Source: an optimization exercise on an open RTL-to-GDS flow (aim: small area, a short achievable clock period and few clock cycles per item). Production flows keep margins and buffers that such runs may drop. At most, simulation tests tie the RTL to the original design; equivalence was not proved. No functional check of the RTL was part of runs 5 and 6. Power is estimated from default activity; no workload was simulated.

[design/flow/flow/run.sh]
#!/bin/bash
# Standard ORFS layout, with plain buffers on the ports and the resizer free to
# swap any cell for another of the same function.
set -u
bash standard.sh finish \
  'BUFFER_PORTS_ARGS=-buffer_cell sky130_fd_sc_hd__buf_1' \
  MATCH_CELL_FOOTPRINT=0 > standard.log 2>&1
[design/flow/standard.sh]
#!/bin/bash
# synth_recipe.tcl (not shown) runs the flow's synth.tcl, then flattens the netlist and writes it again
# the make line also repeats each setting of config.mk as NAME=value (left out here)
make -C /OpenROAD-flow-scripts/flow DESIGN_CONFIG=/design/flow/config.mk WORK_HOME=/design/flow/orfs CLKGATE_MAP_FILE= SYNTH_SCRIPT=/design/flow/synth_recipe.tcl "${@:-finish}"
[design/flow/config.mk]
export PLATFORM = sky130hd
export DESIGN_NAME = Final_p
export DESIGN_NICKNAME = Final_p
export VERILOG_FILES = /design/flow/design.v
export SDC_FILE = /design/flow/constraint.sdc
export NUM_CORES = 4
export LEC_CHECK = 0
export CAP_MARGIN = 20
export CORE_MARGIN = 2
export CORE_UTILIZATION = 65
export CTS_BUF_LIST = sky130_fd_sc_hd__clkbuf_8
export CTS_CLUSTER_DIAMETER = 200
export CTS_CLUSTER_SIZE = 40
export PLACE_DENSITY = 0.8
export SETUP_SLACK_MARGIN = 1.2
export SLEW_MARGIN = 20
[design/flow/constraint.sdc]
create_clock -name core_clock -period 4.0 [get_ports {clk}]
set_input_delay 0.8000 -clock core_clock [delete_from_list [all_inputs] [get_ports {clk}]]
set_output_delay 0.8000 -clock core_clock [all_outputs]
set_load 0.01 [all_outputs]
[design/flow/design.v]
`timescale 1ns / 1ps
`default_nettype none
module Final_p(quotient, remainder, done, rowk, columnk, equal, clk, rst);
output [15:0] quotient, remainder;
output done;
input equal, clk, rst;
input [3:0] rowk, columnk;
function [4:0] add5;
	input [4:0] x;
	input [4:0] k;
	integer v;
	begin
		add5 = 5'd0;
		for (v = 0; v < 32; v = v + 1)
			if (x == v)
				add5 = v + k;
	end
endfunction
wire row_ok = (rowk == 4'd1) | (rowk == 4'd2) | (rowk == 4'd4) | (rowk == 4'd8);
wire col_ok = (columnk == 4'd1) | (columnk == 4'd2) | (columnk == 4'd4) | (columnk == 4'd8);
wire kv = row_ok & col_ok;
wire [3:0] d;
assign d[3] = rowk[3] | (rowk[2] & ~columnk[1]) | (rowk[1] & columnk[3]);
assign d[2] = rowk[3] | (rowk[1] & ~columnk[3]) | (rowk[0] & columnk[3]);
assign d[1] = ((rowk[3] | rowk[2]) & (columnk[3] | columnk[2])) |
              ((rowk[1] | rowk[0]) & (columnk[2] | columnk[1]));
assign d[0] = (rowk[3] & (columnk[3] | columnk[1])) | (rowk[2] & (columnk[3] | columnk[0])) |
              ((rowk[1] | rowk[0]) & (columnk[2] | columnk[0]));
reg prev_kv;
wire press = kv & ~prev_kv;
reg [2:0] cnt;		 
reg full;		 
reg [15:0] r;		 
reg [15:0] dv;		 
reg [15:0] q;		 
reg [4:0] p;		 
reg nz;			 
wire dnz = (d != 4'd0);
wire first = (cnt == 3'd4);
wire last = (cnt == 3'd7);
wire nzp = nz & ~first;					 
wire [3:0] nd = d[3] ? d : d[2] ? {d[2:0], 1'b0} : d[1] ? {d[1:0], 2'b0} : {d[0], 3'b0};
wire [4:0] pm1 = add5(p, 5'd31);
wire [4:0] pm2 = add5(p, 5'd30);
wire [4:0] pm3 = add5(p, 5'd29);
wire [4:0] pm4 = add5(p, 5'd28);
wire [4:0] pl = d[3] ? pm4 : d[2] ? pm3 : d[1] ? pm2 : pm1;
reg [4:0] pa;
always @(*) begin
	case ({cnt[1:0], d[3], d[2], d[1]})
		5'b00100, 5'b00101, 5'b00110, 5'b00111: pa = 5'd12;
		5'b00010, 5'b00011: pa = 5'd11;
		5'b00001: pa = 5'd10;
		5'b00000: pa = 5'd9;
		5'b01100, 5'b01101, 5'b01110, 5'b01111: pa = 5'd8;
		5'b01010, 5'b01011: pa = 5'd7;
		5'b01001: pa = 5'd6;
		5'b01000: pa = 5'd5;
		5'b10100, 5'b10101, 5'b10110, 5'b10111: pa = 5'd4;
		5'b10010, 5'b10011: pa = 5'd3;
		5'b10001: pa = 5'd2;
		5'b10000: pa = 5'd1;
		5'b11100, 5'b11101, 5'b11110, 5'b11111: pa = 5'd0;
		5'b11010, 5'b11011: pa = 5'd31;
		5'b11001: pa = 5'd30;
		default: pa = 5'd29;
	endcase
end
wire [3:0] val = nzp ? d : nd;
wire [6:0] t = {3'b000, val} << p[1:0];
wire [4:0] nib;				 
assign nib[0] = (p[4:2] == 3'b111);
assign nib[1] = (p[4:2] == 3'b000);
assign nib[2] = (p[4:2] == 3'b001);
assign nib[3] = (p[4:2] == 3'b010);
assign nib[4] = (p[4:2] == 3'b011);
wire [15:0] placed;
genvar gi;
generate
	for (gi = 0; gi < 16; gi = gi + 1) begin : pl_bits
		if (gi % 4 == 3) begin : hi
			assign placed[gi] = nib[gi / 4 + 1] & t[3];
		end
		else begin : lo
			assign placed[gi] = (nib[gi / 4 + 1] & t[gi % 4]) | (nib[gi / 4] & t[gi % 4 + 4]);
		end
	end
endgenerate
wire run = nz & ~((p[4:2] == 3'b011) | (p[4:2] == 3'b100) | (p[4:2] == 3'b101) | (p[4:2] == 3'b110));
wire step = full & run;
wire [16:0] diff = {1'b0, r} - {1'b0, dv};
wire ge = ~diff[16];
assign done = equal & full & ~run;
assign quotient = q;
assign remainder = r;
always @(posedge clk or posedge rst) begin
	if (rst) begin
		prev_kv <= 1'b0;
		cnt <= 3'd0;
		full <= 1'b0;
	end
	else begin
		prev_kv <= kv;
		if (press) begin
			cnt <= {cnt[2] ^ (cnt[1] & cnt[0]), cnt[1] ^ cnt[0], ~cnt[0]};
			full <= last;
		end
	end
end
always @(posedge clk) begin
	if (press & ~cnt[2])
		r <= {r[11:0], d};
	else if (step & ge)
		r <= diff[15:0];
	if ((press & cnt[2]) | step)
		dv <= cnt[2] ? ((first ? 16'd0 : dv) | placed) : {1'b0, dv[15:1]};
	if ((press & last) | step)
		q <= cnt[2] ? {16{~(nzp | dnz)}} : {q[14:0], ge};
	if (press) begin
		if (~cnt[2]) begin
			if (cnt[1:0] == 2'd0)
				p <= dnz ? pa : 5'b11100;
			else if (~nz & dnz)
				p <= pa;
			nz <= (nz & (cnt[1:0] != 2'd0)) | dnz;
		end
		else begin
			nz <= nzp | dnz;
			if (nzp)
				p <= pm4;
			else if (dnz)
				p <= pl;
		end
	end
	else if (step)
		p <= pm1;
end
endmodule
`default_nettype wire
==> summary.txt, run 1 <==
- The later pin in the worst-skew pair is clocked with a latency of 360 ps.
- The final hold violation count came to 0.
- The detail-routed via count per cell is 6.475.
- Measured along the x axis, the die boundary spans 86.34 µm.
- Sequential cells were found to cover about two fifths of the synthesized design area.
- The first-pass iteration count of the detailed router is 5.
- The layout overhead on the synthesized area is 8.944%.
- The final setup violation count is 0.
- The clock transition at the registers of the reported paths is 70 ps.
- The CTS root buffer is sky130_fd_sc_hd__clkbuf_8.
- The via count of the first global-routing pass is 3,497.
- At the end of the flow, the number of nets in the layout was 563.
- The largest fanout on the critical path is 16.
- Entering global routing, the biggest net connects 26 pins.
- The area of the core is around 6700 µm².
- The final cycle utilization of the critical path is approximately 67%.
- The flow ran to the end and the layout has no timing, DRC or antenna violations.
- The summed instance area of the synthesized netlist is ~4400 µm².
- The total wirelength of the detailed-routed design is 10,860 µm.
- For this run, the slowest stage of the critical path takes 430 ps.
- The most frequently used flop master after synthesis is sky130_fd_sc_hd__edfxtp_1.
- The leakage power figure is 1.887 nW.
- The min-delay analysis places its worst path in the category input port to asynchronous set/reset pin.
- The area of the die is 7455 µm².
- For the worst setup path, the data required time is 4120 ps.
- Dividing total power by cell area gives a power density of 571.6 nW/µm².
- After detailed routing, the average wire length per cell comes to 17.78 µm.
- The count of standard-cell rows is 30.
- The count of nets left with antenna violations after detail routing is 0.
- The count of flip-flops with a built-in enable after synthesis is between 50 and 60.
- The synthesis warning total is 1.
- The number of distinct library cells after synthesis is 66.
- The worst-case IR drop observed on VDD is 0.3113 mV.
- The CTS tree is yes.
- The total via count after detailed routing is between 3,000 and 4,000.
- The critical path is of the flip-flop to flip-flop type.
- Port buffering added 43 buffers.
- The max-capacitance violation count is 0.
- The max-slew headroom at the worst pin is 48.85%.
- The H-tree level count is 3.
- Static timing analysis puts the maximum clock frequency at 0.3731 GHz.
- Setup repair after global routing left no endpoint under its margin.
- The proportion of register bits with asynchronous set or reset after synthesis is under 10%.
- The sum of negative setup slack is 0 ps.
- The number of antenna violations at the first check in global routing came to 0.
- The total overflow left after global routing is 0.
- The CTS buffer count is 9.
- The total inserted antenna cells is 0.
- The first-pass GRT wire length is 16,880 µm.
- STA classifies the critical path startpoint as a flip-flop.
- In the global route stage, overall resource usage came out at roughly 29%.
- The critical path goes through ha_1, a21oi_1, o21ai_0, a211o_1, o22ai_1, o21ai_2, a31oi_2, o21ai_4, buf_12.
- The share of post-route cells with drive strength above 1 is 8.286%.
- The number of DRC markers in iteration 0 is 361.
- The post-layout minimum cycle time is roughly 2700 ps.
- During I/O placement, the number of pins put on the boundary was 44.
- The total nets after synthesis is between 500 and 600.
- The arrival time at the worst endpoint is 2800 ps.
- The starting density of the core is 65.96%.
- In the layout the commonest cells are 59 x sky130_fd_sc_hd__o21ai_0, 54 x sky130_fd_sc_hd__edfxtp_1, 52 x sky130_fd_sc_hd__inv_1.
- After synthesis, the mean cell area works out to 8.902 µm².
- Leaving out fill and tap cells, the most frequent cell in the layout is sky130_fd_sc_hd__o21ai_0.
- The routability-driven placement congestion ratio is 0.9699.
- The synthesized design contains 59 register bits.
- The actual slew at the worst max-slew pin is 766.4 ps.
- The clock net sink count is 59.
- The hold slack is 309.4 ps.
- The worst clock skew is 12.77 ps.
- The critical path endpoint category is a flip-flop.
- The cell count after synthesis is 495.
- The number of design rule violations left after detail routing is 0.
- The number of pins exceeding their max-slew limit in the final report is 0.
- The chip height is 86.34 µm.
- Measured on the finished design, the core utilization comes to 71.85%.
- The maximum root-to-sink buffer count is 2.
- The slowest cell on the critical path is sky130_fd_sc_hd__edfxtp_1.
- The detailed-placement wirelength estimate is ~7600 µm.
-- registers in the layout, summed over array words and instances, names as in the netlist --
name     flops
cnt          3
dv          16
full         1
nz           1
p            5
prev_kv      1
q           16
r           16
-- report_power, final --
group	total, mW	leakage, nW	switching (mW)	internal (mW)
clock	0.534	0.0976	0.254	0.280
sequential	0.990	0.556	0.106	0.884
combinational	1.22	1.23	0.765	0.456
-- critical path, delay by kind of cell (launching register included) --
family | cells | cell delay (ps)
buffers and inverters | 1 | 170
adder cells (fa/ha/maj) | 1 | 390
AO/OA/AOI/OAI | 7 | 1440
flip-flops | 1 | 430
-- logic make-up after synthesis --
group | Yosys count | synth area share (%)
compound gates | 191 | 27.12
xor+xnor | 15 | 2.981
fa+ha+maj | 26 | 7.553
buf+inv | 79 | 7.637
flops | 59 | 39.64
mux | 5 | 1.136
simple gates | 120 | 13.94
-- what timing repair did --
action | 4_1_cts | 5_1_grt
resized for setup | 2 | 10
hold buffers | 0 | 0
pin swaps | 1 | 2
setup buffers | 1 | 1
setup endpoints to repair | 16 | 45
-- layer usage --
metal / wire length [µm] / GRT usage [%]
met4: 252 / 10.37
met3: 904 / 7.524
met2: 5050 / 44.41
met1: 4656 / 40.63
met5: 0 / 0
-- final timing paths --
check,from,to,slack [ps],cells past startpoint
max in group asynchronous,rst,cnt[2],3500,2
max,r[9],r[6],1320,9
min in group core_clock,full,full,560,2
min reg2reg,full,full,560,2
max reg2reg,r[9],r[6],1320,9
min,rst,prev_kv,310,2
-- per-stage QoR --
step	cells	total power [mW]	instance area (µm²)	setup slack (ps)
after floorplan	495	1.871	4418	1245
after global placement	593	2.119	4557	1018
after detailed placement	593	2.155	4557	838.8
after CTS	610	2.695	4765	1231
after global routing	611	2.911	4801	1118
final	611	2.744	4801	1320
-- cell usage after synthesis (4+ instances only) --
| library cell | n | share of area, % |
|---|---|---|
| sky130_fd_sc_hd__xor2_1 | 7 | 1.4 |
| sky130_fd_sc_hd__a21oi_1 | 51 | 5.8 |
| sky130_fd_sc_hd__a221oi_1 | 13 | 2.6 |
| sky130_fd_sc_hd__o21ai_1 | 4 | 0.45 |
| sky130_fd_sc_hd__inv_1 | 51 | 4.3 |
| sky130_fd_sc_hd__clkbuf_1 | 17 | 1.4 |
| sky130_fd_sc_hd__o22ai_1 | 7 | 0.99 |
| sky130_fd_sc_hd__o31ai_1 | 6 | 1.0 |
| sky130_fd_sc_hd__nand3_1 | 8 | 0.91 |
| sky130_fd_sc_hd__mux2i_1 | 5 | 1.1 |
| sky130_fd_sc_hd__xnor2_1 | 8 | 1.6 |
| sky130_fd_sc_hd__and3_1 | 5 | 0.71 |
| sky130_fd_sc_hd__nand2_1 | 39 | 3.3 |
| sky130_fd_sc_hd__nor2b_1 | 6 | 0.85 |
| sky130_fd_sc_hd__a21o_1 | 5 | 0.85 |
| sky130_fd_sc_hd__dfrtp_1 | 5 | 2.8 |
| sky130_fd_sc_hd__a31oi_1 | 8 | 1.1 |
| sky130_fd_sc_hd__a211oi_1 | 4 | 0.68 |
| sky130_fd_sc_hd__o21ai_0 | 62 | 7.0 |
| sky130_fd_sc_hd__nor3b_1 | 4 | 0.68 |
| sky130_fd_sc_hd__nor3_1 | 5 | 0.57 |
| sky130_fd_sc_hd__o21a_1 | 5 | 0.85 |
| sky130_fd_sc_hd__edfxtp_1 | 54 | 37 |
| sky130_fd_sc_hd__buf_2 | 5 | 0.57 |
| sky130_fd_sc_hd__nand2b_1 | 4 | 0.57 |
| sky130_fd_sc_hd__ha_1 | 25 | 7.1 |
| sky130_fd_sc_hd__nor2_1 | 27 | 2.3 |
-- cell type report --
class	count	area, µm²
clock buffer	9	123.9
clock inverter	7	60.06
fill	520	1881
inverter	51	191.4
multi-input combinational	357	2367
sequential	59	1747
tap	80	100.1
timing repair buffer	48	211.5
Testbench counts, summed over its fixed seeds: cycles 9,363, divisions 1,600.
==> run 2, diff against run 1 <==
--- a/design/flow/config.mk
+++ b/design/flow/config.mk
@@ -7,10 +7,9 @@
 export LEC_CHECK = 0
 export CAP_MARGIN = 20
 export CORE_MARGIN = 2
-export CORE_UTILIZATION = 65
+export CORE_UTILIZATION = 40
 export CTS_BUF_LIST = sky130_fd_sc_hd__clkbuf_8
 export CTS_CLUSTER_DIAMETER = 200
 export CTS_CLUSTER_SIZE = 40
-export PLACE_DENSITY = 0.8
 export SETUP_SLACK_MARGIN = 1.2
 export SLEW_MARGIN = 20
==> run 2 against run 1 <==
Net effect:
- still clean on timing, DRC and antenna
- final cell count is 10% higher
- worst hold slack got worse by 18 ps
- utilization fell by 25 points
- count of clock-buffer cells in the layout did not move
- largest power group unchanged
==> summary.txt, run 2 <==
- The share of the Yosys chip area taken by registers is 39.64%.
- Among all stages on the critical path, the largest delay is contributed by sky130_fd_sc_hd__edfxtp_1.
- The total wirelength of the detailed-routed design is 11,520 µm.
- Counting flops with an async set or reset pin after synthesis yields a share of 8.475%.
- The final design utilization is 46.36%.
- The total inserted antenna cells is 0.
- Walking the worst path, the cells encountered are ha_4, fa_2, nor2b_4, o2111ai_4, a21oi_2, o22ai_2, o21ai_2, a31oi_4, o21ai_4, clkbuf_16.
- The actual slew at the worst max-slew pin is 745.3 ps.
- The most instantiated library cell after synthesis is sky130_fd_sc_hd__o21ai_0.
- Clock tree synthesis inserted a total of 9 buffers.
- Derived from the worst setup path, the maximum achievable clock frequency is 0.3675 GHz.
- The clock transition at the registers of the reported paths is 80 ps.
- The routed design could run at a clock period as short as approximately 2700 ps.
- Headroom to the max-slew limit came out at 50.31%.
- In this run the power density over the cells is 573.7 nW/µm².
- Synthesis produced a netlist with a net count of around 530.
- Dividing the final minimum period by the clock period gives around two thirds.
- STA puts the critical path data arrival time at 2800 ps.
- The post-placement worst setup slack is 885.9 ps.
- In the synthesized netlist, the cells that appear most often are 62 x sky130_fd_sc_hd__o21ai_0, 54 x sky130_fd_sc_hd__edfxtp_1, 51 x sky130_fd_sc_hd__a21oi_1, 51 x sky130_fd_sc_hd__inv_1, 39 x sky130_fd_sc_hd__nand2_1.
- The CTS root buffer is sky130_fd_sc_hd__clkbuf_8.
- The largest fanout on the critical path is 8.
- The detail-routed via count per cell is 5.820.
- The startpoint kind of the worst setup timing path is a flip-flop.
- The worst-case setup margin in the final layout is 1279 ps.
- The number of pins exceeding their max-slew limit in the final report came to 0.
- In the final routed layout, each cell accounts on average for 17.10 µm.
- The starting density of the core is 40.83%.
- The synthesis warning total is 1.
- TritonCTS built the clock tree.
- The filler cells instantiated in the layout total 1,064.
- The number of antenna violations at the first check in global routing was 0.
- The summed instance area of the synthesized netlist is 4407 µm².
- The number of instances in the placed design is 653.
- In this design, the stage delay of the slowest critical-path cell is between 400 and 500 ps.
- After floorplanning, the core was sized to cover approximately 11,000 µm².
- The path length in cells of the critical path is 10.
- Hold repair after CTS inserted 0 buffers.
- The H-tree generated during clock tree synthesis spans 3 levels.
- The endpoint identified for the worst register-to-register timing path is r[7].
- The wire-length estimate of the detail-placed layout is 8217 µm.
- The sum of negative setup slack is 0 ps.
- The first global-routing pass estimated 18,590 µm of wire.
- The area share of the largest cell type after synthesis is 36.80%.
- Across the run, the number of max-cap violations was 0.
- The routability-driven placement congestion ratio is around 0.91.
- The worst clock skew is 11.78 ps.
- Summed over all layers, the global routing overflow is 0.
- Setup violations remaining at the end of the flow were counted as 0.
- The number of different library cells used by synthesis comes to 66.
- The worst setup path is of the flip-flop to flip-flop kind.
- The area of the die is around 12,000 µm².
- Port buffering added 43 buffers.
- For this run, the total global-route usage over all layers was measured as 20.02%.
- In this run the horizontal extent of the chip is 109.0 µm.
- The first-pass iteration count of the detailed router is 6.
- The clock net sink count is 59.
- The analysis attributes to cell leakage a power of ~1.9 nW.
- The longest clock path from root to sink contains 2 buffers.
- The most frequently used flop master after synthesis is sky130_fd_sc_hd__edfxtp_1.
- Relative to the synthesized area, the layout overhead comes to 13.54%.
- The count of nets left with antenna violations once routing finished came out at 0.
- In the final layout, the registers with the most flip-flops are dv (16), q (16), r (16).
- The run finished with no timing, DRC or antenna violations.
- In the layout the commonest cells are 59 x sky130_fd_sc_hd__o21ai_0, 54 x sky130_fd_sc_hd__edfxtp_1, 50 x sky130_fd_sc_hd__inv_1, 50 x sky130_fd_sc_hd__a21oi_1, 43 x sky130_fd_sc_hd__buf_1.
- The average instance in the mapped netlist occupies 8.902 µm².
- The final non-filler cell total is just under 700.
- The most critical setup path has its startpoint at dv[0].
- In this run the worst hold path is classified as input port to asynchronous set/reset pin.
- The depth of the worst register-to-register path is 10.
- The synthesized design contains 54 enable-type register cells.
- The worst path buffer plus inverter count is 1.
- After floorplanning, the core was divided into 38 placement rows.
- After detailed routing, the number of remaining DRC violations is 0.
- Setup repair after global routing could not meet its margin everywhere.
- The worst register-to-register path has a setup slack of 1280 ps.
- The biggest area contributor in the post-synthesis netlist is sky130_fd_sc_hd__edfxtp_1.
- The final hold violation count is 0.
- The worst-case IR drop observed on VDD is between 0.3 and 0.4 mV.
- The cell count after synthesis is 495.
- At the end of the flow, the number of nets in the layout was 566.
- Leaving out fill and tap cells, the most frequent cell in the layout is sky130_fd_sc_hd__o21ai_0.
- Yosys attributes the largest share of cell area to sky130_fd_sc_hd__edfxtp_1 37%, sky130_fd_sc_hd__ha_1 7.1%, sky130_fd_sc_hd__o21ai_0 7.0%.
- Counting flops and latches in the post-synthesis netlist gives 59.
- The total via count after detailed routing is just under 4,000.
- The kind of cell adding the most delay to the critical path is compound AO/OA/AOI/OAI gates.
- The post-route netlist has under 10% of its cells at a drive strength greater than 1.
- The clock reaches the later pin of the worst-skew pair after 360 ps.
- The required time of the critical path is 4070 ps.
- The number of DRC markers in iteration 0 is 373.
- Entering global routing, the biggest net connects 45 pins.
- The via count of the first global-routing pass is 3,660.
- The worst register-to-register path begins at dv[0].
- The critical path endpoint category is a flip-flop.
- The chip height is 109.0 µm.
- Pin placement for this block handled 44 I/O pins.
==> run 2: cell type report <==
type                            count  area, µm²  area share [%]
Clock buffer                        9      123.9           2.476
Sequential cell                    59       1747           34.91
Timing Repair Buffer               51      251.5           5.026
Clock inverter                      7      102.6           2.051
Tap cell                          140      175.2           3.501
Multi-Input combinational cell    357       2412           48.21
Inverter                           51      191.4           3.826
==> run 2: report_power, final <==
group          switching [mW]  internal [mW]
Clock                   0.281          0.355
Combinational           0.788          0.478
Sequential             0.0842          0.884
==> run 2: timing repair <==
item / CTS / global route
gates cloned: 0 / 1
buffers inserted: 1 / 3
setup endpoints to repair: 16 / 67
resized for setup: 1 / 18
pin swaps: 1 / 5
==> run 2: how the worst max path moves through the flow <==
stage | to | slack [ps]
after floorplan | q[0] | 1240
after global placement | p[2] | 960
after detailed placement | r[1] | 890
after CTS | r[14] | 1250
after global routing | r[6] | 1160
final | r[7] | 1280
==> run 2: logic make-up (layout without fill, tap and decap cells) <==
family | after synthesis | in the layout | share of synthesized area (%)
DFF | 59 | 59 | 39.64
xor gates and xnor gates | 15 | 15 | 2.981
AOI/OAI and AO/OA | 191 | 191 | 27.12
adders and majority gates | 26 | 26 | 7.553
buffers and inverters | 79 | 118 | 7.637
and+or+nand+nor | 120 | 120 | 13.94
muxes | 5 | 5 | 1.136
==> run 2: worst register-to-register path, delay by kind of cell, from the launching register on <==
kind	cells	cell delay, ps
buffers and inverters	1	210
flip-flops	1	430
adder cells (fa/ha/maj)	2	600
AND/OR/NAND/NOR	1	160
AO/OA/AOI/OAI	6	1040
==> run 2: stage by stage <==
stage	hold WS (ps)	area (µm²)	total power, mW
final	291.1	5004	2.871
after global routing	332.5	5004	3.083
after detailed placement	589.1	4632	2.171
after global placement	581.5	4632	2.151
after CTS	297.0	4878	2.813
after floorplan	528.0	4418	1.871
==> run 2: layer usage <==
metal | GRT usage (%) | up-vias | routed length, µm
met1 | 26.93 | 1861 | 5189
met3 | 2.989 | 23 | 630
li1 | - | 1899 | -
met2 | 32.61 | 140 | 5471
met4 | 7.326 | 0 | 233
met5 | 0 | - | 0
==> run 3, diff against run 2 <==
==> design/flow/config.mk (replaced) <==
export PLATFORM = sky130hd
export DESIGN_NAME = Final_p
export DESIGN_NICKNAME = Final_p
export VERILOG_FILES = /design/flow/design.v
export SDC_FILE = /design/flow/constraint.sdc
export NUM_CORES = 4
export LEC_CHECK = 0
export CAP_MARGIN = 20
export CORE_MARGIN = 2
export CORE_UTILIZATION = 65
export CTS_BUF_LIST = sky130_fd_sc_hd__clkbuf_16
export CTS_CLUSTER_DIAMETER = 500
export CTS_CLUSTER_SIZE = 100
export PLACE_DENSITY = 0.8
export SETUP_SLACK_MARGIN = 1.2
export SLEW_MARGIN = 20
==> run 3 against run 2 <==
Net effect:
- design area shrank 1.9%
- final cell count shrank 9.3%
- global-route usage grew 9.4 points
- first-iteration DRC count shrank 1.6%
==> summary.txt, run 3 <==
- The flow ran to the end and the layout has no timing, DRC or antenna violations.
- STA classifies the critical path endpoint as a flip-flop.
- Of the synthesized area, sequential elements account for about two fifths.
- The via count of the first global-routing pass is between 3,000 and 4,000.
- During I/O placement, the number of pins put on the boundary was 44.
- The number of pins exceeding their max-slew limit in the final report is 0.
- The cell count after synthesis is 495.
- The number of hold buffers added after CTS was 0.
- Total power for the finished layout comes to about 3.0 mW.
- The startpoint kind of the worst setup timing path is an input port.
- The average instance in the mapped netlist occupies 8.902 µm².
- No sink is reached through more buffers than the 2 on the longest clock path.
- Leaving out fill and tap cells, the most frequent cells in the layout are 59 x sky130_fd_sc_hd__o21ai_0, 54 x sky130_fd_sc_hd__edfxtp_1, 52 x sky130_fd_sc_hd__inv_1.
- The total wirelength of the detailed-routed design is 10,900 µm.
- The largest fanout on the critical path is 8.
- The leakage power figure is 1.937 nW.
- The max-capacitance violation count is 0.
- The most frequent standard cell in the layout excluding fill and tap cells is sky130_fd_sc_hd__o21ai_0.
- The count of standard-cell rows is 30.
- The tree is rooted in a sky130_fd_sc_hd__clkbuf_16.
- The clock period could shrink to 2692 ps.
- The number of antenna violations at the first check in global routing is 0.
- The first-pass iteration count of the detailed router is 7.
- The multi-input combinational cells in the finished layout cover a total of between 2000 and 2500 µm².
- The average wire length per cell after detail routing is 17.84 µm.
- The clock reaches the later pin of the worst-skew pair after 330 ps.
- The most used flip-flop cell after synthesis is sky130_fd_sc_hd__edfxtp_1.
- The final cycle utilization of the critical path is 67.31%.
- After synthesis the cells add up to 4407 µm².
- The final layout contains 563 nets.
- At the pin with the least slew margin, the transition time is 739.0 ps.
- The floorplan step defined a die boundary enclosing between 7000 and 8000 µm².
- The count of nets left with antenna violations after detail routing is 0.
- The total area of sequential cells is 1747 µm².
- The number of DRC markers in iteration 0 is 367.
- By instance count, the leading cell after synthesis is sky130_fd_sc_hd__o21ai_0.
- The kind of critical path is input port to flip-flop.
- The clock net sink count is 59.
- The initial utilization of the core area, before any placement, comes to 65.96%.
- The worst hold path belongs to the class input port to asynchronous set/reset pin.
- The largest registers in the layout are dv (16), q (16), r (16).
- Once layout is complete, the cells apart from fillers number 611.
- The area of the core is 6681 µm².
- Setup repair after global routing left no endpoint under its margin.
- The total via count after detailed routing is just under 4,000.
- In this run, CTS created clock tree buffers numbering 9.
- The clock transition at the registers of the reported paths is 50 ps.
- The share of post-route cells with drive strength above 1 is approximately 8.5%.
- After detailed routing, the number of vias per cell comes to 6.498.
- The number of different library cells used by synthesis comes to between 60 and 70.
- The commonest cells after synthesis are 62 x sky130_fd_sc_hd__o21ai_0, 54 x sky130_fd_sc_hd__edfxtp_1, 51 x sky130_fd_sc_hd__a21oi_1, 51 x sky130_fd_sc_hd__inv_1, 39 x sky130_fd_sc_hd__nand2_1.
- STA puts the critical path data arrival time at 2650 ps.
- The maximum number of pins on one net before global-route repair is 26.
- The final hold violation count is 0.
- The routability-driven placement congestion ratio is 0.9699.
- The total inserted antenna cells is 0.
- The synthesis warning total is 1.
- The number of design rule violations left after detail routing is 0.
- The die outline width is 86.34 µm.
- The max-slew headroom at the worst pin is 50.68%.
- Between clock sinks in the finished design, the worst skew comes to 8.500 ps.
- Dividing total power by cell area gives a power density of 603.9 nW/µm².
- The sum of negative setup slack is 0 ps.
- TritonCTS built the clock tree.
- After synthesis, the cell types taking the most area are sky130_fd_sc_hd__edfxtp_1 37%, sky130_fd_sc_hd__ha_1 7.1%, sky130_fd_sc_hd__o21ai_0 7.0%.
- The count of state elements after synthesis is 59.
- The proportion of register bits with asynchronous set or reset after synthesis is 8.475%.
- Of the post-synthesis cell area, the dominant cell type holds 36.80%.
- The count of flip-flops with a built-in enable after synthesis is 54.
- Setup violations remaining at the end of the flow were counted as 0.
- The chip height is 86.34 µm.
- The maximum resistive drop on vdd is 0.3851 mV.
- Of all cell types, the one taking the most synthesized area is sky130_fd_sc_hd__edfxtp_1.
- The highest achievable clock rate is 0.3714 GHz.
- The total global routing track utilization is 29.46%.
- The wire-length estimate of the detail-placed layout is 7621 µm.
- The required time of the critical path is between 3000 and 4000 ps.
- The H-tree was split into 3 levels.
- Counting the fill cells in the layout gives 498.
- Once placement completed, the tool counted placed cells totaling 593.
- The total nets after synthesis is 532.
- The total of buffers placed on input and output ports is 43.
- The first-pass GRT wire length is 17,180 µm.
- The total global routing overflow is 0.
- The layout overhead on the synthesized area is 11.39%.
## run 3: cell types whose count changed in the layout (fill, tap and decap cells not counted), sizes merged
cell    change
clkbuf      -1
inv         +1
buf         -2
bufinv      -1
## run 3: power breakdown
part | switching (mW) | internal (mW) | total [mW] | leakage (nW)
clock | 0.268 | 0.473 | 0.741 | 0.144
sequential | 0.104 | 0.886 | 0.990 | 0.556
combinational | 0.774 | 0.459 | 1.23 | 1.24
total | 1.15 | 1.82 | 2.96 | 1.94
## run 3: logic make-up after synthesis
logic type,share of synthesized area (%)
xor gates and xnor gates,2.981
AOI/OAI and AO/OA,27.12
DFF,39.64
and+or+nand+nor,13.94
muxes,1.136
adders and majority gates,7.553
buffers and inverters,7.637
## run 3: worst paths after layout
check | to | startpoint | slack (ps) | cells after the start
max | p[3] | rowk[3] | 1310 | 7
min | prev_kv | rst | 350 | 2
max reg2reg | r[0] | dv[0] | 1320 | 10
min reg2reg | full | full | 560 | 2
max in group asynchronous | cnt[2] | rst | 3470 | 2
min in group core_clock | full | full | 560 | 2
## run 3: cell type report
cell class / count / area share (%)
multi-input cells: 357 / 48.36
flip-flops and latches: 59 / 35.59
clock buffers: 9 / 4.588
repair buffers: 48 / 4.308
inverters: 51 / 3.900
well taps: 80 / 2.039
clock inverters: 7 / 1.224
## run 3: routing by layer
layer,vias to the layer above,GRT usage (%),wire length [µm]
met1,1839,40.28,4702
li1,1899,-,-
met3,21,6.286,835
met2,211,46.01,5131
met5,-,0,0
met4,0,11.51,231
## run 3: stage by stage
stage / hold WS [ps] / instance area, µm² / util (%) / setup slack (ps)
6_report: 346.9 / 4908 / 73.46 / 1308
3_5_place_dp: 553.1 / 4557 / 68.20 / 838.8
2_1_floorplan: 528.0 / 4418 / - / 1245
3_3_place_gp: 552.8 / 4557 / 68.20 / 1018
4_1_cts: 353.1 / 4870 / 72.88 / 1224
5_1_grt: 376.4 / 4908 / 73.46 / 1196
## run 3: timing repair
item	CTS	global route
endpoints found under the setup margin	16	46
pin swaps	1	2
buffers inserted	1	1
gates resized for setup	3	10
## run 3: worst max-delay path, stage by stage
cell	delay, ps
sky130_fd_sc_hd__buf_1	260
sky130_fd_sc_hd__o21ai_0	180
sky130_fd_sc_hd__and3_1	310
sky130_fd_sc_hd__nand4_4	130
sky130_fd_sc_hd__a21o_1	300
sky130_fd_sc_hd__a21oi_1	140
sky130_fd_sc_hd__mux2i_1	520
==> run 4, diff against run 3 <==
==> design/flow/flow/run.sh (replaced) <==
#!/bin/bash
# The standard layout (standard.sh), with three make settings changed:
#  - ADDER_MAP_FILE empty: synthesis skips extract_fa and the adder cell
#    mapping, so ABC maps the arithmetic as plain logic.  Everything else in
#    synthesis (synth_recipe.tcl, flip-flop mapping, flatten, renames) is as in
#    the standard synthesis, so the registers come out the same.
#  - plain sky130_fd_sc_hd__buf_1 cells as the port buffers (every port still gets one).
#  - MATCH_CELL_FOOTPRINT=0: the resizer may swap a cell for any other of the
#    same function.
# The full make output goes to standard.log.
set -u
bash standard.sh finish \
  ADDER_MAP_FILE= \
  'BUFFER_PORTS_ARGS=-buffer_cell sky130_fd_sc_hd__buf_1' \
  MATCH_CELL_FOOTPRINT=0 > standard.log 2>&1
--- a/design/flow/config.mk
+++ b/design/flow/config.mk
@@ -8,9 +8,9 @@
 export CAP_MARGIN = 20
 export CORE_MARGIN = 2
 export CORE_UTILIZATION = 65
-export CTS_BUF_LIST = sky130_fd_sc_hd__clkbuf_16
-export CTS_CLUSTER_DIAMETER = 500
-export CTS_CLUSTER_SIZE = 100
+export CTS_BUF_LIST = sky130_fd_sc_hd__clkbuf_8
+export CTS_CLUSTER_DIAMETER = 200
+export CTS_CLUSTER_SIZE = 40
 export PLACE_DENSITY = 0.8
 export SETUP_SLACK_MARGIN = 1.2
 export SLEW_MARGIN = 20
==> run 4 against run 3 <==
Net effect:
- flip-flop and latch count is the same
- register-to-register slack worse by 320 ps
- wire length up 0.56%
- combinational power decreased by about 40%
- highest routed layer unchanged
- critical path type is now flip-flop to flip-flop
- via count down 0.60%
==> summary.txt, run 4 <==
- The run finished with no timing, DRC or antenna violations.
- Counting every instance in the synthesized netlist gives 473.
- For this design the top-level I/O count stands at 44.
- The worst clock skew is 10.95 ps.
- The maximum resistive drop on vdd is 0.3277 mV.
- The CTS root buffer is sky130_fd_sc_hd__clkbuf_8.
- At the end of routability-driven placement, the weighted congestion stood at 0.8883.
- In this run, placement finished with an instance count of 571.
- The most instantiated library cell after synthesis is sky130_fd_sc_hd__edfxtp_1.
- Detailed placement ended at an HPWL of 7210 µm.
- The first global-routing pass estimated 17,190 µm of wire.
- The floorplan has 29 rows.
- In this run, synthesis produced a sequential element count of 59.
- Once the floorplan was initialized, standard cells occupied 66.06% of the core.
- The clock network latency to the later pin of the worst-skew pair is 340 ps.
- In the post-synthesis netlist, the biggest area contributors are sky130_fd_sc_hd__edfxtp_1 39%, sky130_fd_sc_hd__o21ai_0 5.5%, sky130_fd_sc_hd__nand2_1 4.7%.
- The critical path endpoint category is a flip-flop.
- The library cell used most frequently in the layout, excluding fill and tap cells, is sky130_fd_sc_hd__edfxtp_1.
- The number of cells on the worst reg-to-reg path is 9.
- The highest achievable clock rate is about 0.33 GHz.
- The arrival time at the worst endpoint is 3050 ps.
- The floorplan step defined a die boundary enclosing 6996 µm².
- In this run the critical register-to-register path is captured at r[8].
- The commonest cells after synthesis are 54 x sky130_fd_sc_hd__edfxtp_1, 52 x sky130_fd_sc_hd__nand2_1, 45 x sky130_fd_sc_hd__o21ai_0.
- The clock net sink count is 59.
- The number of antenna violations at the first check in global routing is 0.
- The share of post-route cells with drive strength above 1 is about an eighth.
- At the pin with the least slew margin, the transition time is 810.0 ps.
- The post-placement worst setup slack is between 700 and 800 ps.
- Counting I/O delays and the setup requirement, the final critical path takes ~3000 ps.
- The power per standard cell area is 461.4 nW/µm².
- In this run the tightest slew margin relative to its limit is a little under half.
- The number of nets in the synthesized netlist is 484.
- Setup violations remaining at the end of the flow were counted as 0.
- For this run, the leading register cell type out of synthesis is sky130_fd_sc_hd__edfxtp_1.
- The number of DRC markers in iteration 0 is 464.
- The total inserted antenna cells is 0.
- The number of distinct library cells after synthesis is 59.
- The final critical path takes up 75.04% of the cycle.
- The total global routing overflow is 0.
- Setup repair after global routing could not meet its margin everywhere.
- The sum of negative setup slack is 0 ps.
- The number of design rule violations left after detail routing is 0.
- In this run the cell area of the synthesized design comes to 4123 µm².
- Fill cells in the final layout number 433.
- The routed layout has 3,946 vias.
- The share of the yosys chip area belonging to registers is ~42%.
- For this run, the number of Yosys warnings is 1.
- Port buffering added 43 buffers.
- The area of the core is 6241 µm².
- Entering global routing, the biggest net connects 52 pins.
- Across every metal layer, demand over resource in global routing totals 30.85%.
- The leakage power figure is 1.807 nW.
- The proportion of register bits with asynchronous set or reset after synthesis is ~8.5%.
- The number of pins exceeding their max-slew limit in the final report is 0.
- The chip height is roughly 84 µm.
- In the final layout, the registers with the most flip-flops are dv (16), q (16), r (16).
- In the layout the commonest cells are 54 x sky130_fd_sc_hd__edfxtp_1, 48 x sky130_fd_sc_hd__nand2_1, 44 x sky130_fd_sc_hd__o21ai_0.
- The startpoint kind of the worst setup timing path is a flip-flop.
- The final hold violation count was 0.
- The clock tree synthesis step divided the H-tree into 3 levels.
- In this run, CTS created clock tree buffers numbering 9.
- The total wirelength of the detailed-routed design is 10,960 µm.
- The final layout contains 539 nets.
- The CTS tree is yes.
- The maximum root-to-sink buffer count is 2.
- Once routing completed, OpenROAD measured the worst setup slack at about 1000 ps.
- The final non-filler cell total is 610.
- The kind of critical path is flip-flop to flip-flop.
- The classification of the worst-slack hold path is input port to asynchronous set/reset pin.
- The average cell area after synthesis is 8.716 µm².
- The via count of the first global-routing pass is ~3,500.
- The max-capacitance violation count is 0.
- The detail-routed via count per cell is about 6.5.
- The setup check on the worst reg-to-reg path leaves a slack of 1000 ps.
- The largest fanout on the critical path is 8.
- The count of flip-flops with a built-in enable after synthesis is 54.
- The synthesized design devotes to its leading area cell type 39.33% of total area.
- The clock transition at the registers of the reported paths is 70 ps.
- The required time of the critical path is 4050 ps.
- The post-synthesis cell type with the largest combined area is sky130_fd_sc_hd__edfxtp_1.
- The first-pass iteration count of the detailed router is 6.
- The area growth from synthesis to layout is 16.66%.
- The floorplan step set the die width to roughly 84 µm.
- The critical register-to-register path startpoint is dv[2].
- The average wire length per cell after detail routing is ~18 µm.
- The count of nets left with antenna violations once routing finished came out at 0.
[run 4: changes by cell type after synthesis, moves of 6 or more]
cell / change
sky130_fd_sc_hd__ha_1: -25
sky130_fd_sc_hd__inv_1: -21
sky130_fd_sc_hd__nand2b_1: +17
sky130_fd_sc_hd__o21ai_0: -17
sky130_fd_sc_hd__a21oi_1: -15
sky130_fd_sc_hd__nor2_1: +15
sky130_fd_sc_hd__nand2_1: +13
sky130_fd_sc_hd__xnor2_1: +10
sky130_fd_sc_hd__xor2_1: +8
sky130_fd_sc_hd__clkbuf_1: +7
sky130_fd_sc_hd__maj3_1: +6
sky130_fd_sc_hd__nor2b_1: +6
[run 4: cell families after synthesis]
| kind of cell | share of synthesized area (%) |
|---|---|
| fa+ha+maj | 2.064 |
| compound gates | 21.73 |
| buf+inv | 5.281 |
| flops | 42.37 |
| simple gates | 20.09 |
| mux | 1.457 |
| xor+xnor | 7.011 |
[run 4: per-layer routing]
| metal | wire, µm | global-route usage [%] | vias up |
|---|---|---|---|
| li1 | - | - | 1806 |
| met1 | 4376 | 43.20 | 1848 |
| met2 | 5191 | 48.65 | 259 |
| met3 | 1153 | 5.935 | 33 |
| met4 | 240 | 10.12 | 0 |
| met5 | 0 | 0 | - |
[run 4: worst max-delay path, stage by stage, from the launching register on]
cell and delay (ps):
sky130_fd_sc_hd__edfxtp_1 500, sky130_fd_sc_hd__buf_4 190, sky130_fd_sc_hd__nor2b_1 140, sky130_fd_sc_hd__or4b_4 570, sky130_fd_sc_hd__a31oi_4 220, sky130_fd_sc_hd__maj3_4 240, sky130_fd_sc_hd__a221o_1 260, sky130_fd_sc_hd__nand2_2 110
sky130_fd_sc_hd__o41ai_4 280, sky130_fd_sc_hd__buf_6 200
[run 4: stage by stage]
stage	cell area, µm²	power (mW)	utilization (%)	hold WS (ps)
after CTS	4659	2.148	74.66	307.1
final	4810	2.219	77.07	309.3
after detailed placement	4344	1.533	69.61	572.4
after global routing	4810	2.320	77.07	336.4
after global placement	4344	1.517	69.61	553.2
after floorplan	4148	1.388	-	518.0
[run 4: area by class of cell]
cell class	instances	area (µm²)	share of cell area [%]
inverters	30	112.6	2.341
flip-flops and latches	59	1747	36.32
multi-input cells	356	2241	46.59
clock buffers	10	137.6	2.862
well taps	77	96.34	2.003
clock inverters	6	80.08	1.665
repair buffers	72	395.4	8.221
[run 4: how the worst max path moves through the flow]
stage,end,cells after the start,from
6_report,r[8],9,dv[2]
5_1_grt,r[8],9,dv[2]
4_1_cts,r[15],9,r[0]
3_5_place_dp,p[1],11,columnk[3]
3_3_place_gp,r[13],10,rowk[3]
2_1_floorplan,r[0],8,r[1]
[run 4: timing repair]
item | CTS | global route
endpoints found under the setup margin | 52 | 69
resized for setup | 7 | 17
hold endpoints to repair | 0 | 0
hold buffers | 0 | 0
pin swaps | 2 | 4
setup buffers | 10 | 13
[run 4: power breakdown]
group / internal (mW) / switching, mW / total (mW)
combinational: 0.290 / 0.449 / 0.740
clock: 0.362 / 0.249 / 0.612
sequential: 0.785 / 0.0833 / 0.868
total: 1.44 / 0.782 / 2.22
==> run 5, diff against run 4 <==
--- a/design/flow/design.v
+++ b/design/flow/design.v
@@ -86,11 +86,12 @@
 		end
 	end
 endgenerate
-wire run = nz & ~((p[4:2] == 3'b011) | (p[4:2] == 3'b100) | (p[4:2] == 3'b101) | (p[4:2] == 3'b110));
-wire step = full & run;
+wire run = ~((p[4:2] == 3'b011) | (p[4:2] == 3'b100) | (p[4:2] == 3'b101) | (p[4:2] == 3'b110));
+reg busy;
+wire step = full & busy & run;
 wire [16:0] diff = {1'b0, r} - {1'b0, dv};
 wire ge = ~diff[16];
-assign done = equal & full & ~run;
+assign done = equal & full & ~busy;
 assign quotient = q;
 assign remainder = r;
 always @(posedge clk or posedge rst) begin
@@ -114,8 +115,12 @@
 		r <= diff[15:0];
 	if ((press & cnt[2]) | step)
 		dv <= cnt[2] ? ((first ? 16'd0 : dv) | placed) : {1'b0, dv[15:1]};
-	if ((press & last) | step)
-		q <= cnt[2] ? {16{~(nzp | dnz)}} : {q[14:0], ge};
+	if (cnt[2] | step | (full & ~nz))
+		q <= cnt[2] ? 16'd0 : nz ? {q[14:0], ge} : 16'hFFFF;
+	if (press & last)
+		busy <= nzp | dnz;
+	else if (full)
+		busy <= busy & run & (p != 5'b11100);
 	if (press) begin
 		if (~cnt[2]) begin
 			if (cnt[1:0] == 2'd0)
--- a/design/flow/config.mk
+++ b/design/flow/config.mk
@@ -7,10 +7,9 @@
 export LEC_CHECK = 0
 export CAP_MARGIN = 20
 export CORE_MARGIN = 2
-export CORE_UTILIZATION = 65
+export CORE_UTILIZATION = 40
 export CTS_BUF_LIST = sky130_fd_sc_hd__clkbuf_8
 export CTS_CLUSTER_DIAMETER = 200
 export CTS_CLUSTER_SIZE = 40
-export PLACE_DENSITY = 0.8
-export SETUP_SLACK_MARGIN = 1.2
+export SETUP_SLACK_MARGIN = 1.5
 export SLEW_MARGIN = 20
==> run 5 against run 4 <==
Net effect:
- still clean
- largest power group is now combinational cells
- critical path depth increased by 3
- count of clock-buffer cells in the layout fell by 1
- clock skew decreased by 4.4 ps
- maximum frequency grew 3.4%
- worst hold slack got worse by 8.7 ps
- largest cell class unchanged
==> summary.txt, run 5 <==
- The flow ran to the end and the layout has no timing, DRC or antenna violations.
- In this run switching power makes up 38.41% of total power.
- Pin placement for this block handled 44 I/O pins.
- The library cell used most frequently in the layout, excluding fill and tap cells, is sky130_fd_sc_hd__edfxtp_1.
- The worst hold path belongs to the class input port to asynchronous set/reset pin.
- The largest registers in the layout are dv (16), q (16), r (16).
- Internal power comes to roughly 2.0 mW.
- For this run, the slowest stage of the critical path takes 400 ps.
- Port buffering added 43 buffers.
- After filler insertion, the fill cell instance count of the layout stands at just over 900.
- The cell count after synthesis is 462.
- After routing, the total negative slack on setup checks comes to 0 ps.
- The starting density of the core is between 40% and 50%.
- Cells fill 54.12% of the core in the end.
- The leakage power figure is a little over 2 nW.
- The worst setup path is of the flip-flop to flip-flop kind.
- Setup repair after global routing could not meet its margin everywhere.
- The maximum resistive drop on vdd is 0.2398 mV.
- The number of buffers and inverters on the critical path is 3.
- The library cell appearing most often on the critical path is sky130_fd_sc_hd__buf_4.
- The number of distinct library cells after synthesis is 54.
- Dividing total power by cell area gives a power density of 575.5 nW/µm².
- TritonCTS built the clock tree.
- The actual slew at the worst max-slew pin is 772.0 ps.
- After detailed placement, the design holds a cell count of 619.
- The power dissipated by switching net loads is 1.218 mW.
- The critical path goes through nand2b_4, maj3_2, o21a_1, o41ai_4, buf_4, nor3_4, o211ai_1, a2111oi_2, o41ai_2, buf_4, o21bai_4, buf_12.
- The final net count is 561.
- STA puts the critical path data arrival time at 3020 ps.
- Data on the critical path is required at its endpoint by 4120 ps.
- Sequential elements use roughly 43% of the synthesized area.
- Clock tree synthesis inserted a total of 9 buffers.
- The clock network latency to the later pin of the worst-skew pair is 350 ps.
- The floorplan step defined a core boundary enclosing a little over 10,000 µm².
- The final non-filler cell total is 691.
- The via count of the first global-routing pass was 3,628.
- The slowest stage of the critical path belongs to the cell sky130_fd_sc_hd__edfxtp_1.
- Dividing the synthesized area by the synthesized cell count gives 8.980 µm².
- Detailed placement ended at an HPWL of 7144 µm.
- The die is 105.8 µm tall.
- The total power draw is 3.172 mW.
- The floorplan step defined a die boundary enclosing 11,200 µm².
- The most instantiated library cell after synthesis is sky130_fd_sc_hd__edfxtp_1.
- The cell area that synthesis handed to floorplanning was 4149 µm².
- The number of pins exceeding their max-slew limit in the final report was 0.
- The most frequently used flop master after synthesis is sky130_fd_sc_hd__edfxtp_1.
- After synthesis, the cell types taking the most area are sky130_fd_sc_hd__edfxtp_1 40%, sky130_fd_sc_hd__xnor2_1 5.5%, sky130_fd_sc_hd__o21ai_0 5.2%.
- The number of DRC markers in iteration 0 is around 200.
- Counting along the longest clock path gives a buffer depth of 2.
- The die outline width is roughly 110 µm.
- Global routing consumed, on the met2 layer, 33.96% of the routing resources.
- The proportion of register bits with asynchronous set or reset after synthesis is under 10%.
- The final critical path takes up 72.59% of the cycle.
- The congestion estimate from routability-driven global placement came to 0.8491.
- The total global routing overflow is 0.
- The busiest layer in global routing is met2.
- Counting every sink on the clock net gives 60.
- Max-cap violations in this run came to 0.
- In the layout the commonest cells are 55 x sky130_fd_sc_hd__edfxtp_1, 54 x sky130_fd_sc_hd__buf_4, 48 x sky130_fd_sc_hd__nand2_1.
- Clock-pin slew was measured on the worst setup and hold paths at ~80 ps.
- The cell area after layout is 5512 µm².
- The worst clock skew is 6.504 ps.
- In this run, flip-flops and latches consume 35.8% of the power.
- The worst setup path is captured at a flip-flop.
- The met1 demand-to-capacity share in global routing is a little over a quarter.
- In this run the clock root is driven by a sky130_fd_sc_hd__clkbuf_8.
- After synthesis, the most frequently instantiated cells are 55 x sky130_fd_sc_hd__edfxtp_1, 50 x sky130_fd_sc_hd__nand2_1, 43 x sky130_fd_sc_hd__nor2_1, 43 x sky130_fd_sc_hd__o21ai_0, 33 x sky130_fd_sc_hd__a21oi_1.
- Cells with a size suffix above 1 make up between 20% and 30% of the layout.
- The met3 demand-to-capacity share in global routing is under 10%.
- The post-synthesis cell type with the largest combined area is sky130_fd_sc_hd__edfxtp_1.
- The detail-routed via count per cell is 5.537.
- Relative to the synthesized area, the layout overhead comes to 32.84%.
- CTS built an H-tree with a depth of 3.
- Based on the critical path, the design can be clocked at up to ~0.34 GHz.
- Counting flops and latches in the post-synthesis netlist gives 60.
- The startpoint kind of the worst setup timing path is a flip-flop.
- The first global-routing pass estimated 17,820 µm of wire.
- The repair_antennas step left the layout with diodes totalling 0.
- The maximum number of pins on one net before global-route repair is 33.
- In the final routed layout, each cell accounts on average for 16.40 µm.
- The largest fanout on the critical path is 16.
- The number of design rule violations left after detail routing is 0.
- The number of antenna violations at the first check in global routing was 0.
- For this run, the total global-route usage over all layers was measured as 20.08%.
- The synthesis warning total is 1.
- The first TritonRoute pass finished after 5 iterations.
- The synthesized design devotes to its leading area cell type roughly two fifths of total area.
- After detailed routing, the total wire length is 11,340 µm.
- The total via count after detailed routing is 3,826.
- The synthesized design contains 55 enable-type register cells.
- The post-layout minimum cycle time is just under 3000 ps.
- The final setup violation count is 0.
- The max-slew headroom at the worst pin is 48.14%.
- The cell area after placement is 4489 µm².
- Combinational logic burns 44.1% of the power.
- The final hold violation count is 0.
- The floorplan has 37 rows.
- The share of total power in the clock network is 20.1%.
- Counting every net in the synthesized netlist gives 473.
- The kind of cell adding the most delay to the critical path is compound AO/OA/AOI/OAI gates.
- The count of nets left with antenna violations once routing finished came out at 0.
## run 5: cell count changes in the layout (fill, tap and decap cells not counted), sizes merged, moves of 3 or more
| cell | delta |
|---|---|
| a21oi | -3 |
| a31oi | -6 |
| buf | +27 |
| clkbuf | +4 |
| inv | -13 |
| mux2i | -4 |
| nand2b | -9 |
| o211ai | +4 |
| o21a | +13 |
| o21ai | -3 |
| o221ai | +3 |
| o31a | +3 |
| o31ai | +3 |
| xnor2 | +8 |
## run 5: path summary, 6_finish.rpt
path	startpoint	endpoint	slack, ps	cells after the start
worst max-delay path	r[0]	r[6]	1100	12
worst max register to register	r[0]	r[6]	1100	12
worst min-delay path	rst	prev_kv	300	2
worst min register to register	q[6]	q[7]	550	1
max in group asynchronous	rst	cnt[2]	3500	2
min in group core_clock	q[6]	q[7]	550	1
## run 5: repair_timing
action	in CTS	in global routing
setup endpoints to repair	48	59
pin swaps	13	15
hold buffers	0	0
cloned	0	1
gates resized for setup	37	57
hold endpoints to repair	0	0
buffers inserted	25	30
## run 5: final cells by class
cell class	instances	area (µm²)	area share, %
Sequential cell	60	1779	32.28
Tap cell	136	170.2	3.087
Multi-Input combinational cell	357	2604	47.24
Clock buffer	9	123.9	2.247
Inverter	18	67.56	1.226
Clock inverter	7	98.84	1.793
Timing Repair Buffer	104	668.1	12.12
## run 5: cell families after synthesis
group           count (synthesis)  synth area share, %
compound gates                152                24.10
mux                             4                1.025
simple gates                  150                16.89
buf+inv                        46                4.192
fa+ha+maj                      10                2.533
flops                          60                42.82
xor+xnor                       40                8.444
## run 5: layer usage
layer	share of wire, %	wire (µm)
met5	0	0
met4	1.7	196
met3	4.5	515
met2	49	5538
met1	45	5085
## run 5: stage by stage
stage | hold slack [ps] | setup slack [ps]
after global routing | 314.3 | 979.4
after global placement | 525.5 | 906.4
final | 300.5 | 1096
after CTS | 309.0 | 1152
after detailed placement | 535.3 | 659.7
after floorplan | 553.8 | 1076
## run 5: power groups by stage
stage	clock network [mW]	logic [mW]	registers, mW
floorplan	0	0.830	1.12
detailed placement	0	1.08	1.15
global placement	0	1.07	1.15
finish	0.639	1.40	1.13
CTS	0.643	1.22	1.14
global route	0.671	1.54	1.16
==> run 6, diff against run 5 <==
--- a/design/flow/config.mk
+++ b/design/flow/config.mk
@@ -11,5 +11,5 @@
 export CTS_BUF_LIST = sky130_fd_sc_hd__clkbuf_8
 export CTS_CLUSTER_DIAMETER = 200
 export CTS_CLUSTER_SIZE = 40
-export SETUP_SLACK_MARGIN = 1.5
+export SETUP_SLACK_MARGIN = 1.2
 export SLEW_MARGIN = 20
==> run 6 against run 5 <==
Net effect:
- register-to-register slack worse by 30 ps
- flip-flop and latch count is the same
- utilization fell by 4.7 points
- maximum frequency decreased by 0.89%
- sequential power hardly changed
- sequential share of layout area up 3.0 points
- critical endpoint is now r[5]
==> summary.txt, run 6 <==
- The run finished with no timing, DRC or antenna violations.
- For this run, the slowest stage of the critical path takes 470 ps.
- The repair_antennas step left the layout with diodes totalling 0.
- On the final layout, the worst clock skew is 13.95 ps.
- The sum of negative setup slack is 0 ps.
- Clock-pin slew was measured on the worst setup and hold paths at 80 ps.
- The final net count is 536.
- The final hold violation count is 0.
- The total global routing track utilization is 19.81%.
- The total global routing overflow is 0.
- Setup repair after global routing could not meet its margin everywhere.
- The maximum resistive drop on vdd is 0.2559 mV.
- The pre-antenna-repair detailed-routing pass consisted of 5 iterations.
- The worst setup path is launched from a flip-flop.
- The final setup violation count is 0.
- The total wirelength of the detailed-routed design is 10,640 µm.
- The CTS root buffer is sky130_fd_sc_hd__clkbuf_8.
- The I/O pin total is 44.
- Summing all flip-flop and latch instances after layout gives 1777 µm².
- The number of antenna violations at the first check in global routing is 0.
- The area share of the largest cell type after synthesis is 39.81%.
- For the worst flop-to-flop path, the logic depth is 13.
- After synthesis, the mean cell area works out to about 9 µm².
- The required time of the critical path is 4070 ps.
- Fill cells in the final layout number 973.
- The count of buffers added on input and output ports is 43.
- The max-slew headroom at the worst pin is 44.08%.
- The number of nets in the synthesized netlist is about 470.
- The initial utilization of the core area, before any placement, comes to between 40% and 50%.
- Among all stages on the critical path, the largest delay is contributed by sky130_fd_sc_hd__edfxtp_1.
- STA classifies the critical path endpoint as a flip-flop.
- Entering global routing, the biggest net connects 30 pins.
- The number of pins exceeding their max-slew limit in the final report was 0.
- The leakage power figure is 1.796 nW.
- The cell area after placement is 4479 µm².
- The via count of the first global-routing pass is 3,604.
- The combined area of the multi-input logic cells is between 2000 and 2500 µm².
- Buffers inserted during clock tree synthesis total 9.
- In the final layout, the registers with the most flip-flops are dv (16), q (16), r (16).
- In this run, synthesis produced a sequential element count of 60.
- For this block, the initial DRC count from the detailed router was 177.
- The cell area after layout is 5032 µm².
- In this run the worst path has a maximum fanout of 9.
- The H-tree level count is 3.
- For this run, asynchronously set or reset flops after synthesis account for 8.333%.
- The most numerous cell type found on the critical path is sky130_fd_sc_hd__buf_4.
- Summing over every cut layer, the via total after detailed routing is 3,643.
- The detailed-placement wirelength estimate is 7286 µm.
- Among all cell types in the netlist, the one instantiated most often is sky130_fd_sc_hd__edfxtp_1.
- The final cycle utilization of the critical path is about 73%.
- Counting every instance in the synthesized netlist gives roughly 460.
- The chip height is 105.8 µm.
- The number of distinct library cells after synthesis is 54.
- After detailed routing, the average wire length per cell comes to 15.97 µm.
- Using the TritonRoute via totals, the vias-per-cell ratio works out to 5.470.
- Leaving out fill and tap cells, the most frequent cell in the layout is sky130_fd_sc_hd__edfxtp_1.
- The share of the yosys chip area belonging to registers is 42.82%.
- The first-pass GRT wire length is 17,510 µm.
- By area the synthesized netlist is led by sky130_fd_sc_hd__edfxtp_1 40%, sky130_fd_sc_hd__xnor2_1 5.5%, sky130_fd_sc_hd__o21ai_0 5.2%.
- In the layout the commonest cells are 55 x sky130_fd_sc_hd__edfxtp_1, 49 x sky130_fd_sc_hd__nand2_1, 42 x sky130_fd_sc_hd__nor2_1.
- The clock net sink count is 60.
- The congestion estimate from routability-driven global placement came to ~0.87.
- The clock network latency to the later pin of the worst-skew pair is between 300 and 400 ps.
- The most used flip-flop cell after synthesis is sky130_fd_sc_hd__edfxtp_1.
- In this run, synthesis inferred 55 flip-flops with an integrated enable.
- Across the run, the number of max-cap violations was 0.
- The arrival time at the worst endpoint is 3000 ps.
- The CTS tree is yes.
- The count of nets left with antenna violations after detail routing is 0.
- No sink is reached through more buffers than the 2 on the longest clock path.
- The path class of the tightest hold or removal check is input port to asynchronous set/reset pin.
- The post-layout minimum cycle time is 2930 ps.
- Measured on the finished design, the core utilization comes to 49.41%.
- The highest achievable clock rate is 0.3413 GHz.
- Dividing total power by cell area gives a power density of a little under 600 nW/µm².
- For the pin with the worst max-slew slack, the measured transition is 830.0 ps.
- For this run, the number of Yosys warnings is 1.
- The die outline width is 105.8 µm.
- The summed instance area of the synthesized netlist is between 4000 and 5000 µm².
- The critical path goes through nor2b_4, o31ai_1, or3_4, o41ai_4, buf_4, nor3_4, o211ai_1, buf_4, a2111oi_4, o41ai_2, buf_4, o21bai_4, buf_12.
- The number of hold buffers added after CTS was 0.
- Counting instances in the post-synthesis netlist gives the leading cell types as 55 x sky130_fd_sc_hd__edfxtp_1, 50 x sky130_fd_sc_hd__nand2_1, 43 x sky130_fd_sc_hd__nor2_1, 43 x sky130_fd_sc_hd__o21ai_0, 33 x sky130_fd_sc_hd__a21oi_1.
- After detailed routing, the number of remaining DRC violations is 0.
- The area of the core is between 10,000 and 15,000 µm².
- The area growth from synthesis to layout is 21.29%.
- The area of the die is 11,200 µm².
- The post-synthesis cell type with the largest combined area is sky130_fd_sc_hd__edfxtp_1.
- Cells with a size suffix above 1 make up between 15 and 20% of the layout.
- Row generation in the floorplan step produced 37 rows.
- The kind of critical path is flip-flop to flip-flop.
## run 6: changes by cell type in the layout (fill, tap and decap cells not counted), sizes merged, moves of 2 or more
cell	previous run	this run
inv	18	20
buf	98	78
clkinv	4	2
clkbuf	15	11
## run 6: layout make-up
type,instances,area share (%)
Multi-Input combinational cell,356,46.57
Sequential cell,60,35.31
Timing Repair Buffer,80,9.349
Tap cell,136,3.381
Clock buffer,9,2.461
Clock inverter,7,1.591
Inverter,18,1.343
## run 6: kinds of logic (layout without fill, tap and decap cells)
| logic type | after synthesis | count (layout) | synth area share, % |
|---|---|---|---|
| AO/OA/AOI/OAI | 152 | 152 | 24.10 |
| AND/OR/NAND/NOR | 150 | 150 | 16.89 |
| flip-flops | 60 | 60 | 42.82 |
| buffers and inverters | 46 | 114 | 4.192 |
| XOR/XNOR | 40 | 40 | 8.444 |
| adder cells (fa/ha/maj) | 10 | 10 | 2.533 |
| multiplexers | 4 | 4 | 1.025 |
## run 6: path summary, 6_finish.rpt
path	startpoint	slack, ps	endpoint
min in group core_clock	q[9]	550	q[10]
max in group asynchronous	rst	3420	prev_kv
worst max register to register	dv[6]	1070	r[5]
worst min register to register	q[9]	550	q[10]
worst min-delay path	rst	340	cnt[2]
worst max-delay path	dv[6]	1070	r[5]
## run 6: critical path: cells and delay by family (launching register included)
kind                   cells  cell delay, ps
buffers and inverters      4             640
flip-flops                 1             470
AO/OA/AOI/OAI              6             900
AND/OR/NAND/NOR            3             640
## run 6: timing repair
item / CTS / global route
resized for setup: 11 / 19
gates cloned: 0 / 0
buffers inserted: 21 / 7
endpoints found under the setup margin: 19 / 42
pin swaps: 6 / 5
## run 6: power by group
group | internal [mW] | switching [mW] | leakage, nW
clock | 0.295 | 0.284 | 0.0968
combinational | 0.523 | 0.685 | 1.11
sequential | 0.964 | 0.174 | 0.589
## run 6: layer usage
metal	track usage [%]	up-vias	wire length (µm)
met5	0	-	0
met4	6.391	0	150
met3	4.082	14	401
met2	33.46	79	5179
met1	25.41	1735	4904
li1	-	1815	-
## run 6: through the flow
step                      setup slack (ps)  hold WS (ps)  cells  power [mW]
after floorplan                       1076         553.8    462       1.938
after global routing                 918.9         343.9    666       3.132
final                                 1070         344.8    666       2.925
after detailed placement             561.7         531.1    622       2.237
after CTS                             1148         340.3    659       2.889
after global placement               601.7         524.9    622       2.218

[static timing again, ports no longer ideal]
The flow's constraints put no driver on any port. The routed layouts listed below were extracted and timed again, unchanged, in two steps.
Step 1 sets driving cells, clkbuf_16 on the clock port and buf_2 on the other inputs (assumed; they add their load-dependent delay and slew).
Step 2 adds t to the input delays and takes it off the output delays; t is the mean of the earliest and latest rising clock arrival at the registers after step 1. Input paths then give back, and output paths get back, about the clock's delay inside the block.
a / b / c = ideal / step 1 / step 2; a / b = the first two.
| run | t (ns) | slack for setup (ns) | hold WS [ns] | slew at the worst register clock pin (ns) |
|---|---|---|---|---|
| run 1 | 0.387 | 1.320 / 1.320 / 1.004 | 0.309 / 0.298 / 0.563 | 0.07 / 0.07 |
| run 2 | 0.382 | 1.279 / 1.279 / 1.045 | 0.291 / 0.280 / 0.602 | 0.08 / 0.08 |
| run 3 | 0.359 | 1.308 / 1.318 / 0.962 | 0.347 / 0.331 / 0.562 | 0.06 / 0.06 |
| run 4 | 0.370 | 0.998 / 0.998 / 0.900 | 0.309 / 0.299 / 0.572 | 0.07 / 0.07 |
| run 5 | 0.384 | 1.096 / 1.096 / 1.096 | 0.301 / 0.286 / 0.547 | 0.08 / 0.08 |
| run 6 | 0.384 | 1.070 / 1.070 / 1.070 | 0.345 / 0.330 / 0.551 | 0.08 / 0.08 |
After both steps setup and hold are still met in every run listed. For run 3, which loses most, drivers alone change the setup slack by +0.010 ns; drivers and shift together by -0.346 ns.
